What follows belongs to an exercise in optimizing a design on an open flow for small area; a production flow would make more cautious choices. Function was checked by simulation only, so behaviour that the tests miss may differ from the original. No driver is modelled on the clock port, so clocking that relies on it looks cheaper here than on a real chip. No activity file was given, so power comes from the tool's default toggle rates.

wip/delta:
## camera_init
module camera_init (
	input clk,
	input reset_n,
	output ready,
	output wire sda_oe,
	output wire sda,
	input wire sda_in,
	output scl
);
==> flow/config.mk <==
export PLATFORM = sky130hd
export DESIGN_NAME = camera_init
export DESIGN_NICKNAME = camera_init
export VERILOG_FILES = /design/flow/design.v
export SDC_FILE = /design/flow/constraint.sdc
export NUM_CORES = 4
export LEC_CHECK = 0
export ABC_AREA = 1
export CAP_MARGIN = 20
export CELL_PAD_IN_SITES_DETAIL_PLACEMENT = 1
export CORE_MARGIN = 2
export CORE_UTILIZATION = 40
export CTS_BUF_LIST = sky130_fd_sc_hd__clkbuf_4
export SLEW_MARGIN = 20
==> flow/constraint.sdc <==
create_clock -name core_clock -period 10.0 [get_ports {clk}]
set_input_delay 2.0000 -clock core_clock [delete_from_list [all_inputs] [get_ports {clk}]]
set_output_delay 2.0000 -clock core_clock [all_outputs]
set_load 0.01 [all_outputs]
standard.sh (not shown) runs the stock make flow with config.mk's settings and CLKGATE_MAP_FILE= SYNTH_SCRIPT=/design/flow/synth_recipe.tcl, a recipe that flattens the netlist after the stock synthesis.
==> flow/flow/run.sh <==
#!/bin/bash
# Layout flow: the standard synthesis, then the combinational logic of
# its netlist is re-mapped by ABC with an area-oriented script (the
# flip-flops are kept: same instances, names and cell types), then the standard flow's
# standard layout from floorplan to finish. Each tool writes its own log
# into the work folder.
set -euo pipefail
W=$PWD
R=$W/orfs/results/$FLOW_PLATFORM/camera_init/base
YOSYS=${YOSYS_EXE:-$FLOW_HOME/../tools/install/yosys/bin/yosys}

bash standard.sh synth > $W/log_1_standard_synth.log 2>&1

cp $R/1_2_yosys.v $W/standard_1_2_yosys.v
RS_LIB=$FLOW_HOME/platforms/$FLOW_PLATFORM/lib/sky130_fd_sc_hd__tt_025C_1v80.lib \
RS_IN=$W/standard_1_2_yosys.v RS_OUT=$W/resynth_1_2_yosys.v \
RS_SCRIPT=$W/flow/resynth.abc RS_TOP=$FLOW_TOP \
RS_STAT0=$W/resynth_stat_in.txt RS_STAT=$W/resynth_stat_out.txt \
RS_CONSTR=$W/flow/abc.constr \
  $YOSYS -c $W/flow/resynth.tcl > $W/log_2_resynth_yosys.log 2>&1
cp $W/resynth_1_2_yosys.v $R/1_2_yosys.v

bash standard.sh BUFFER_PORTS_ARGS="-buffer_cell sky130_fd_sc_hd__buf_1" finish > $W/log_3_standard_finish.log 2>&1
Other scripts of this flow, unchanged in this note and not shown: flow/flow/abc.constr, flow/flow/resynth.abc, flow/flow/resynth.tcl
## Diff of input files: wip/violet against wip/delta
- a change of CTS_BUF_LIST from sky130_fd_sc_hd__clkbuf_4 to sky130_fd_sc_hd__clkbuf_2 sky130_fd_sc_hd__clkbuf_8
- a change of CORE_UTILIZATION from 40 to 30
### Flow results
Relative to wip/delta, the sequential share of power of wip/violet is lower by 5.0 points. Delta (wip/violet minus wip/delta): die area +about 30%; area overhead of the layout relative to synthesis +1.0 points. On global-route usage: between wip/violet and wip/delta, it ends up higher for wip/delta. Comparing wip/violet and wip/delta, the higher via density per instance is on wip/delta. Going from wip/delta to wip/violet, wire length of the first global-routing pass shrank by about 5%, via count shrank by about 2.7%, clock transition at the registers of the reported paths shrank by 0.04 ns, worst slack on hold paths shrank by 0.0066 ns. The count of routing violations after the opening detailed-route iteration of wip/violet was superior to that of wip/delta. Relative to wip/delta, power in the clock group has increased by about 26% in wip/violet.
Changes in wip/zinc relative to wip/violet:
- CORE_UTILIZATION now 60, was 30
- CTS_BUF_LIST now sky130_fd_sc_hd__clkbuf_4, was sky130_fd_sc_hd__clkbuf_2 sky130_fd_sc_hd__clkbuf_8
## What came out
Stage in which a tool error killed wip/zinc: global routing.
wip/zinc vs wip/violet: row count down
Against wip/violet, wip/zinc comes in 0.23 ns lower on worst slack at placement.
Die span in y in wip/zinc is 28% below wip/violet.
Horizontal die dimension (wip/violet / wip/zinc): 1.4
Half-perimeter wire length of the detailed placement result (wip/zinc / wip/violet): 1.11
Maximum clock path buffer count came out exactly the same in wip/zinc and wip/violet.
Compared with wip/violet, wip/zinc shows post-detailed-placement cell area lower by 1.6%.
wip/zinc reports a lower number of placed cells counting well taps than wip/violet does.
Quantity of hold-fixing buffers added after cts: wip/violet vs wip/zinc — no meaningful difference
[inputs] wip/amber vs wip/zinc
- a change of CORE_UTILIZATION from 60 to 30
- a deleted CTS_BUF_LIST that had been sky130_fd_sc_hd__clkbuf_4
--- a/flow/flow/run.sh
+++ b/flow/flow/run.sh
@@ -23 +23 @@
-bash standard.sh BUFFER_PORTS_ARGS="-buffer_cell sky130_fd_sc_hd__buf_1" finish > $W/log_3_standard_finish.log 2>&1
+bash standard.sh finish > $W/log_3_standard_finish.log 2>&1
Findings:
- wip/amber was carried through to the last stage, and its layout satisfied the timing, DRC and antenna checks.
- Taking wip/zinc as the reference, in wip/amber detailed placement HPWL down 1.7%; number of placed instances with taps included has increased; synthesized area roughly the same; standard-cell row count shows an increase of 9.
- wip/amber -> wip/zinc: post-cts sizing count delta 0, exact match

The RTL this note starts from:
==> flow/design.v <==
module i2c_module(
	input clk,
	input reset_n,
	output sda_oe,
	input  sda_in,
	output sda,
	output scl,
	input  data_bit,         
	output [3:0] bit_sel,    
	input  last,             
	output inc,              
	output ready
);
reg [8:0] p;
reg [1:0] byte_r;
reg [3:0] slot;
reg ack;
wire ev     = &p;                                 
wire ev_ack = p[8] & ~p[7] & (&p[6:0]);           
wire ev_rdy = p[8] & ~p[7] & (p[6:0] == 7'd1);    
wire special = &byte_r;
wire s9 = slot[3] & slot[0];                      
wire s8 = slot[3] & ~slot[0];
wire is_k = s8 & ~special;
wire is_g = s9 & ~special;
wire is_i = special & (slot == 4'd7);
wire done = special & slot[3] & slot[1];           
wire lastbyte = byte_r[1] & ~byte_r[0];
assign inc = ev & is_g & lastbyte & ack;
assign bit_sel = {byte_r[1], slot[2:0]};
assign ready = done;
always @(posedge clk) begin
	if (!reset_n)
		p <= 9'd0;
	else
		p <= p + 9'd1;
end
always @(posedge clk) begin
	if (ev_ack && is_k)
		ack <= ~sda_in;
end
always @(posedge clk) begin
	if (!reset_n) begin
		byte_r <= 2'd3;
		slot <= 4'd8;
	end else if (is_i && ev_rdy && last) begin
		slot <= 4'd10;
	end else if (ev && !done) begin
		if (is_g && (!ack || lastbyte)) begin
			byte_r <= 2'd3;
			slot <= 4'd7;
		end else if (s9) begin
			byte_r <= byte_r + 2'd1;
			slot <= 4'd0;
		end else
			slot <= slot + 4'd1;
	end
end
wire cd = p[8] ^ p[7];
wire q3 = p[8] & p[7];
wire addr_bit = ~(slot[2] ^ slot[1]) & (slot[1] ^ slot[0]);    
assign sda_oe = ~is_k;
assign sda = s9 ? 1'b0 :
             special ? 1'b1 :
             (byte_r == 2'd0) ? addr_bit : data_bit;
assign scl = s9 ? (special ? ~q3 : ((q3 & (~ack | lastbyte)) | (cd & ack & lastbyte))) :
             special ? 1'b1 : cd;
endmodule
module camera_init (
	input clk,
	input reset_n,
	output ready,
	output wire sda_oe,
	output wire sda,
	input wire sda_in,
	output scl
);
reg [6:0] counter;    
wire [3:0] bit_sel;
wire inc;
wire [15:0] entry =
	counter == 7'd0 ? 16'h1280 :
	counter == 7'd1 ? 16'hfff0 :
	counter == 7'd2 ? 16'h1204 :
	counter == 7'd3 ? 16'h1180 :
	counter == 7'd4 ? 16'h0c00 :
	counter == 7'd5 ? 16'h3e00 :
	counter == 7'd6 ? 16'h0400 :
	counter == 7'd7 ? 16'h40d0 :
	counter == 7'd8 ? 16'h3a04 :
	counter == 7'd9 ? 16'h1418 :
	counter == 7'd10 ? 16'h4fb3 :
	counter == 7'd11 ? 16'h50b3 :
	counter == 7'd12 ? 16'h5100 :
	counter == 7'd13 ? 16'h523d :
	counter == 7'd14 ? 16'h53a7 :
	counter == 7'd15 ? 16'h54e4 :
	counter == 7'd16 ? 16'h589e :
	counter == 7'd17 ? 16'h3dc0 :
	counter == 7'd18 ? 16'h1714 :
	counter == 7'd19 ? 16'h1802 :
	counter == 7'd20 ? 16'h3280 :
	counter == 7'd21 ? 16'h1903 :
	counter == 7'd22 ? 16'h1a7b :
	counter == 7'd23 ? 16'h030a :
	counter == 7'd24 ? 16'h0f41 :
	counter == 7'd25 ? 16'h1e00 :
	counter == 7'd26 ? 16'h330b :
	counter == 7'd27 ? 16'h3c78 :
	counter == 7'd28 ? 16'h6900 :
	counter == 7'd29 ? 16'h7400 :
	counter == 7'd30 ? 16'hb084 :
	counter == 7'd31 ? 16'hb10c :
	counter == 7'd32 ? 16'hb20e :
	counter == 7'd33 ? 16'hb380 :
	counter == 7'd34 ? 16'h703a :
	counter == 7'd35 ? 16'h7135 :
	counter == 7'd36 ? 16'h7211 :
	counter == 7'd37 ? 16'h73f0 :
	counter == 7'd38 ? 16'ha202 :
	counter == 7'd39 ? 16'h7a20 :
	counter == 7'd40 ? 16'h7b10 :
	counter == 7'd41 ? 16'h7c1e :
	counter == 7'd42 ? 16'h7d35 :
	counter == 7'd43 ? 16'h7e5a :
	counter == 7'd44 ? 16'h7f69 :
	counter == 7'd45 ? 16'h8076 :
	counter == 7'd46 ? 16'h8180 :
	counter == 7'd47 ? 16'h8288 :
	counter == 7'd48 ? 16'h838f :
	counter == 7'd49 ? 16'h8496 :
	counter == 7'd50 ? 16'h85a3 :
	counter == 7'd51 ? 16'h86af :
	counter == 7'd52 ? 16'h87c4 :
	counter == 7'd53 ? 16'h88d7 :
	counter == 7'd54 ? 16'h89e8 :
	counter == 7'd55 ? 16'h0000 :
	counter == 7'd56 ? 16'h1000 :
	counter == 7'd57 ? 16'h0d40 :
	counter == 7'd58 ? 16'h1418 :
	counter == 7'd59 ? 16'ha505 :
	counter == 7'd60 ? 16'hab07 :
	counter == 7'd61 ? 16'h2495 :
	counter == 7'd62 ? 16'h2533 :
	counter == 7'd63 ? 16'h26e3 :
	counter == 7'd64 ? 16'h9f78 :
	counter == 7'd65 ? 16'ha068 :
	counter == 7'd66 ? 16'ha103 :
	counter == 7'd67 ? 16'ha6d8 :
	counter == 7'd68 ? 16'ha7d8 :
	counter == 7'd69 ? 16'ha8f0 :
	counter == 7'd70 ? 16'ha990 :
	counter == 7'd71 ? 16'haa94 :
	counter == 7'd72 ? 16'h13e5 :
	16'h0000;
wire data_bit = entry[~bit_sel];
wire last = counter[6] & counter[3] & counter[0];
i2c_module i2c_write_module(.clk(clk), .reset_n(reset_n), .sda_oe(sda_oe),
	.sda_in(sda_in), .sda(sda), .scl(scl), .data_bit(data_bit),
	.bit_sel(bit_sel), .last(last), .inc(inc), .ready(ready));
always @(posedge clk) begin
	if (!reset_n)
		counter <= 7'd0;
	else if (inc)
		counter <= counter + 7'd1;
end
endmodule
Settings: LEC_CHECK=0, ABC_AREA=1, CAP_MARGIN=20, CELL_PAD_IN_SITES_DETAIL_PLACEMENT=1, CORE_MARGIN=2, CORE_UTILIZATION=30, CTS_BUF_LIST=sky130_fd_sc_hd__clkbuf_4 sky130_fd_sc_hd__clkbuf_8, SLEW_MARGIN=20; clock period 10.0 ns.
==> flow/flow/run.sh <==
#!/bin/bash
# Layout flow: the standard synthesis, then the combinational logic of
# its netlist is re-mapped by ABC with an area-oriented script (the
# flip-flops are kept: same instances, names and cell types), then the standard flow's
# standard layout from floorplan to finish. Each tool writes its own log
# into the work folder.
set -euo pipefail
W=$PWD
R=$W/orfs/results/$FLOW_PLATFORM/camera_init/base
YOSYS=${YOSYS_EXE:-$FLOW_HOME/../tools/install/yosys/bin/yosys}

bash standard.sh synth > $W/log_1_standard_synth.log 2>&1

cp $R/1_2_yosys.v $W/standard_1_2_yosys.v
RS_LIB=$FLOW_HOME/platforms/$FLOW_PLATFORM/lib/sky130_fd_sc_hd__tt_025C_1v80.lib \
RS_IN=$W/standard_1_2_yosys.v RS_OUT=$W/resynth_1_2_yosys.v \
RS_SCRIPT=$W/flow/resynth.abc RS_TOP=$FLOW_TOP \
RS_STAT0=$W/resynth_stat_in.txt RS_STAT=$W/resynth_stat_out.txt \
RS_CONSTR=$W/flow/abc.constr \
  $YOSYS -c $W/flow/resynth.tcl > $W/log_2_resynth_yosys.log 2>&1
cp $W/resynth_1_2_yosys.v $R/1_2_yosys.v

bash standard.sh BUFFER_PORTS_ARGS="-buffer_cell sky130_fd_sc_hd__buf_1" finish > $W/log_3_standard_finish.log 2>&1
Other scripts of this flow, unchanged in this note and not shown: flow/flow/abc.constr, flow/flow/resynth.abc, flow/flow/resynth.tcl
The first run finished clean.
==> next run, changes <==
Settings changed: CTS_BUF_LIST sky130_fd_sc_hd__clkbuf_4 sky130_fd_sc_hd__clkbuf_8 to sky130_fd_sc_hd__clkbuf_4, CTS_CLUSTER_DIAMETER set to 20.
=> Cell area is lower by 0.85%; clock-buffer cell count does not change; worst hold slack improves by 11 ps.
==> next run, changes <==
Settings changed: CTS_BUF_LIST sky130_fd_sc_hd__clkbuf_4 to sky130_fd_sc_hd__clkbuf_2 sky130_fd_sc_hd__clkbuf_4, CTS_CLUSTER_DIAMETER 20 to unset.
Global-route usage is unchanged.
Core utilization does not change.
Design area stays the same.
Routed wire length stays the same.
Setup slack is unchanged.
Worst hold slack is unchanged.
Die area stays the same.
First-iteration DRC count does not change.
Sequential share of layout area is unchanged.
Synthesized area stays the same.
Sequential power is about the same.
==> next run, changes <==
Settings changed: CTS_BUF_LIST sky130_fd_sc_hd__clkbuf_2 sky130_fd_sc_hd__clkbuf_4 to sky130_fd_sc_hd__clkbuf_4, CTS_CLUSTER_SIZE set to 8.
Register-to-register slack hardly moves.
Worst setup slack stays the same.
Routed wire length is unchanged.
Design area does not change.
Non-clock buffer count does not change.
Clock skew stays the same.
Combinational power barely changes.
Fmax does not change.
Count of clock-buffer cells in the layout does not change.

job 4779:
camera_init, a different RTL version from the one above (not shown whole).
Size in the first run: roughly 320 cells after synthesis, roughly 1900 um2 of cells after synthesis.
==> flow/config.mk <==
export PLATFORM = sky130hd
export DESIGN_NAME = camera_init
export DESIGN_NICKNAME = camera_init
export VERILOG_FILES = /design/flow/design.v
export SDC_FILE = /design/flow/constraint.sdc
export NUM_CORES = 4
export LEC_CHECK = 0
export ABC_AREA = 1
export CAP_MARGIN = 20
export CELL_PAD_IN_SITES_DETAIL_PLACEMENT = 1
export CORE_MARGIN = 2
export CORE_UTILIZATION = 30
export GPL_TIMING_DRIVEN = 0
export SLEW_MARGIN = 20
==> flow/constraint.sdc <==
create_clock -name core_clock -period 10.0 [get_ports {clk}]
set_input_delay 2.0000 -clock core_clock [delete_from_list [all_inputs] [get_ports {clk}]]
set_output_delay 2.0000 -clock core_clock [all_outputs]
set_load 0.01 [all_outputs]
==> flow/flow/run.sh <==
#!/bin/bash
# Layout flow: the standard synthesis, then the combinational logic of
# its netlist is re-mapped by ABC with area-oriented scripts (the
# flip-flops are kept: same instances, names and cell types), then the standard flow's
# standard layout from floorplan to finish (port buffers of the smallest
# buffer cell; clock tree of clkbuf_8 without dummy loads, then its root
# buffer made a clkbuf_2 by flow/root_buf.tcl). The re-mapping (flow/resynth.tcl) is run
# with several random seeds, four at a time, and the smallest result is
# used. Each tool writes its own log into the work folder.
set -euo pipefail
W=$PWD
R=$W/orfs/results/$FLOW_PLATFORM/camera_init/base
YOSYS=${YOSYS_EXE:-$FLOW_HOME/../tools/install/yosys/bin/yosys}
LIB=$FLOW_HOME/platforms/$FLOW_PLATFORM/lib/sky130_fd_sc_hd__tt_025C_1v80.lib
JOBS=${NUM_CORES:-4}

bash standard.sh synth > $W/log_1_standard_synth.log 2>&1
cp $R/1_2_yosys.v $W/standard_1_2_yosys.v

resynth() {  # resynth SEED
  RS_LIB=$LIB RS_IN=$W/standard_1_2_yosys.v RS_OUT=$W/resynth_$1.v \
  RS_SEED=$1 RS_TIME=240 RS_TMP=$W/resynth_tmp_$1 RS_TOP=$FLOW_TOP \
  RS_STAT0=$W/resynth_stat_in.txt RS_STAT=$W/resynth_stat_$1.txt \
    $YOSYS -c $W/flow/resynth.tcl > $W/log_2_resynth_yosys_$1.log 2>&1 || true
}

NAMES="1 2 3 4 5 6 7 8"
n=0
for name in $NAMES; do
  resynth $name &
  n=$((n + 1))
  if (( n % JOBS == 0 )); then wait; fi
done
wait

best=""; best_area=""
for name in $NAMES; do
  a=$(awk '/Chip area/ {print $NF}' $W/resynth_stat_$name.txt 2>/dev/null || true)
  echo "$name ${a:-failed}" >> $W/resynth_choice.txt
  if [[ -n "$a" ]] && { [[ -z "$best" ]] || awk -v a="$a" -v b="$best_area" 'BEGIN {exit !(a < b)}'; }; then
    best=$name; best_area=$a
  fi
done
echo "chosen: $best, area $best_area" >> $W/resynth_choice.txt
cp $W/resynth_$best.v $R/1_2_yosys.v

CTS="-sink_clustering_enable -repair_clock_nets -buf_list sky130_fd_sc_hd__clkbuf_8 -dont_use_dummy_load"
bash standard.sh BUFFER_PORTS_ARGS="-buffer_cell sky130_fd_sc_hd__buf_1" CTS_ARGS="$CTS" cts > $W/log_3_standard_cts.log 2>&1
RB_DB=$R/4_cts.odb openroad -no_init -exit $W/flow/root_buf.tcl > $W/log_4_root_buf_openroad.log 2>&1
bash standard.sh BUFFER_PORTS_ARGS="-buffer_cell sky130_fd_sc_hd__buf_1" CTS_ARGS="$CTS" finish > $W/log_5_standard_finish.log 2>&1
==> flow/flow/resynth.tcl <==
# Re-map the combinational logic of the standard synthesis netlist for
# area. Sequential cells (and tie cells) stay black boxes, so every
# flip-flop keeps its instance, name and cell type.
# Step 1: ABC's deepsyn restructures the logic (seed RS_SEED), kept as
# simple gates. Step 2: several mapping scripts to the cell library are
# tried on that logic and the smallest result is kept.
yosys -import
set lib $::env(RS_LIB)
set seed $::env(RS_SEED)
set tmp $::env(RS_TMP)
read_liberty -ignore_miss_func $lib
foreach m {dfxtp_1 dfxtp_2 dfxtp_4 edfxtp_1 dfrtp_1 dfrtp_2 dfrtp_4 dfstp_1 dfstp_2 dfstp_4 dfxbp_1 dfxbp_2 dfrbp_1 dfrbp_2 dfbbn_1 dfbbp_1 dfsbp_1 dfsbp_2 edfxbp_1 conb_1} {
  catch { blackbox sky130_fd_sc_hd__$m }
}
read_verilog $::env(RS_IN)
hierarchy -top $::env(RS_TOP)
flatten
opt_clean -purge
tee -o $::env(RS_STAT0) stat -liberty $lib
set dont_use {}
foreach c {lpflow_bleeder_1 lpflow_clkbufkapwr_1 lpflow_clkbufkapwr_16 lpflow_clkbufkapwr_2 lpflow_clkbufkapwr_4 lpflow_clkbufkapwr_8 lpflow_clkinvkapwr_1 lpflow_clkinvkapwr_16 lpflow_clkinvkapwr_2 lpflow_clkinvkapwr_4 lpflow_clkinvkapwr_8 lpflow_decapkapwr_12 lpflow_decapkapwr_3 lpflow_decapkapwr_4 lpflow_decapkapwr_6 lpflow_decapkapwr_8 lpflow_inputiso0n_1 lpflow_inputiso0p_1 lpflow_inputiso1n_1 lpflow_inputiso1p_1 lpflow_inputisolatch_1 lpflow_isobufsrc_1 lpflow_isobufsrc_16 lpflow_isobufsrc_2 lpflow_isobufsrc_4 lpflow_isobufsrc_8 lpflow_isobufsrckapwr_16 lpflow_lsbuf_lh_hl_isowell_tap_1 lpflow_lsbuf_lh_hl_isowell_tap_2 lpflow_lsbuf_lh_hl_isowell_tap_4 lpflow_lsbuf_lh_isowell_4 lpflow_lsbuf_lh_isowell_tap_1 lpflow_lsbuf_lh_isowell_tap_2 lpflow_lsbuf_lh_isowell_tap_4 probe_p_8 probec_p_8} {
  lappend dont_use -dont_use sky130_fd_sc_hd__$c
}

proc write_script {name text} {
  set f [open $name w]
  puts $f $text
  close $f
}

# step 1
write_script $tmp.ds.abc "strash\n&get -n\n&deepsyn -T $::env(RS_TIME) -S $seed\n&put\nmap"
abc -script $tmp.ds.abc -g AND
opt_clean -purge
design -save ds

# step 2
set maps {
  "strash\ndch -f\namap -F 3 -A 10"
  "strash\ndch -f\namap -F 5 -A 20"
  "strash\ndch\namap -F 3 -A 10"
  "strash\n&get -n\n&dc2\n&put\ndch -f\namap -F 3 -A 10"
  "strash\n&get -n\n&dc2 -l\n&put\ndch -f\namap -F 3 -A 10"
  "strash\n&get -n\n&b\n&put\ndch -f\namap -F 3 -A 10"
  "strash\n&get -n\n&dch -f\n&put\ndch -f\namap -F 3 -A 10"
  "strash\ndc2\ndch -f\namap -F 3 -A 10"
  "strash\n&get -n\n&dch -f\n&nf -a -p -R 1000\n&put"
  "strash\n&get -n\n&dc2\n&dch -f\n&nf -a -p -R 1000\n&put"
}
set best ""
set best_area 0
set i 0
foreach m $maps {
  incr i
  design -load ds
  write_script $tmp.map$i.abc [subst -nocommands -novariables $m]
  abc -liberty $lib -script $tmp.map$i.abc {*}$dont_use
  opt_clean -purge
  tee -q -o $tmp.stat$i stat -liberty $lib
  set f [open $tmp.stat$i r]
  set txt [read $f]
  close $f
  if {[regexp {Chip area for module[^:]*: ([0-9.]+)} $txt -> a]} {
    puts "RESYNTH map $i area $a"
    if {$best eq "" || $a < $best_area} {
      set best $i
      set best_area $a
      design -save best
    }
  }
}
puts "RESYNTH chosen map $best area $best_area"
design -load best

hilomap -singleton -hicell sky130_fd_sc_hd__conb_1 HI -locell sky130_fd_sc_hd__conb_1 LO
opt_clean -purge
# names left by flattening the library cells contain '.': make them private
yosys rename -hide w:*.*
read_liberty -lib -ignore_redef -ignore_miss_func $lib
tee -o $::env(RS_STAT) stat -liberty $lib
check -assert -mapped
write_verilog -noattr -nohex -nodec $::env(RS_OUT)
Other scripts of this flow, unchanged in this note and not shown: flow/flow/root_buf.tcl
Job 4779 reached the final stage; the timing, DRC and antenna checks on its layout passed.
### job 4779 -> job 9081
-- flow/flow/run.sh --
<<< job 4779, line 8
# with several random seeds, four at a time, and the smallest result is
>>> job 9081, line 8
# with several random seeds, eight at a time, and the smallest result is
<<< job 4779, line 15
JOBS=${NUM_CORES:-4}
>>> job 9081, line 15
JOBS=8
<<< job 4779, line 22
  RS_SEED=$1 RS_TIME=240 RS_TMP=$W/resynth_tmp_$1 RS_TOP=$FLOW_TOP \
>>> job 9081, line 22
  RS_SEED=$1 RS_TIME=120 RS_TMP=$W/resynth_tmp_$1 RS_TOP=$FLOW_TOP \
<<< job 4779, line 27
NAMES="1 2 3 4 5 6 7 8"
>>> job 9081, line 27
NAMES="21 $(seq -s " " 41 87)"
[summary]
- In the flow results for job 4779 and job 9081, the final standard cell count with taps included and fillers excluded is smaller on job 9081.
- Going from job 4779 to job 9081, relative contribution of combinational cells to total power moved down; portion of total power attributed to the clock network increased 0.2 points.
- Job 4779 reports its startpoint of the worst setup timing path as counter[6]$_SDFFE_PN0P_ while job 9081 reports counter[2]$_SDFFE_PN0P_.
- Looking at number of nets in the layout, job 9081 sits below job 4779.
- Length of routed met2 wiring: higher on job 9081
- Job 4779 → job 9081: overall power of the completed layout shows a reduction of about 1.1%, worst hold slack picked up an extra 0.010 ns.
- Die: job 9081 smaller than job 4779
Here is what was changed in the inputs of job 8575 compared with job 9081.
-- flow/flow/run.sh --
<<< job 9081, line 8
# with several random seeds, eight at a time, and the smallest result is
>>> job 8575, line 8
# with several random seeds, four at a time, and the smallest result is
<<< job 9081, line 15
JOBS=8
>>> job 8575, line 15
JOBS=${NUM_CORES:-4}
<<< job 9081, line 22
  RS_SEED=$1 RS_TIME=120 RS_TMP=$W/resynth_tmp_$1 RS_TOP=$FLOW_TOP \
>>> job 8575, line 22
  RS_SEED=$1 RS_TIME=75 RS_TMP=$W/resynth_tmp_$1 RS_TOP=$FLOW_TOP \
<<< job 9081, line 27
NAMES="21 $(seq -s " " 41 87)"
>>> job 8575, line 27
NAMES="1 2 3 4 5 6 7 8 9 10 11 12"
Results
- Looking at first-pass GRT wire length across job 8575 and job 9081, the one that comes out higher is job 8575.
- Row area growth from synthesis to layout: job 8575 lower / job 9081 higher
- Job 9081 and job 8575 ended up with roughly the same H-tree depth reported by CTS.
- Power of the combinational group in job 8575 is about 13% above job 9081.
- Diff job 9081 -> job 8575 | number of non-filler instances in the completed layout | up by a few percent
- Against job 9081, overall power consumption in job 8575 fell slightly.
- Compared with job 9081, job 8575 has less setup slack.
- Comparing part of the total power dissipated in the clock network for job 8575 and job 9081, the bigger number came from job 9081.
- Looking at sequential share of layout area, job 8575 sits below job 9081.
Input-level comparison between job 9325 and job 8575:
-- flow/flow/run.sh --
<<< job 8575, line 27
NAMES="1 2 3 4 5 6 7 8 9 10 11 12"
>>> job 9325, line 27
NAMES="1 2 3 4 5 6 7 8 9 10 11 12 13 14 15 16 17 18 19 20"
[job 9325 vs job 8575] total non-filler cell area in the finished layout: lower in job 9325. Diff job 8575 -> job 9325: synthesis-to-finish area growth about even, worst slack on hold paths fell 0.020 ns, cell area reported after detailed placement fell about 1%.

## port drivers added, routing unchanged
Ports are ideal in the flow. The routed layouts listed here were re-timed in OpenROAD.
Step 1 assumes that a clkbuf_16 drives the clock port and a buf_2 every other input.
Step 2 also shifts input and output timing later by t, the mid clock arrival at the registers, as if the neighbouring blocks saw the same clock.
a / b / c = ideal / step 1 / step 2; a / b = the first two.
run	t, ns	slack for setup (ns)	worst setup path after step 2	pins driven straight from the clock port
wip/delta	0.329	2.719 / 2.695 / 3.024	register to output	1
wip/violet	0.285	2.950 / 2.925 / 3.210	register to output	1
wip/amber	0.291	2.373 / 2.348 / 2.640	register to output	1
the first run of note 2	0.285	2.950 / 2.925 / 3.210	register to output	1
the second run of note 2	0.328	2.928 / 2.905 / 3.233	register to output	1
the third run of note 2	0.328	2.928 / 2.905 / 3.233	register to output	1
the fourth run of note 2	0.328	2.928 / 2.905 / 3.233	register to output	1
job 4779	0.310	3.562 / 3.540 / 3.850	register to output	1
job 9081	0.315	3.173 / 3.153 / 3.468	register to output	1
job 8575	0.283	2.792 / 2.772 / 3.055	register to output	1
job 9325	0.320	3.168 / 3.145 / 3.465	register to output	1
After both steps setup and hold are still met in every run listed.
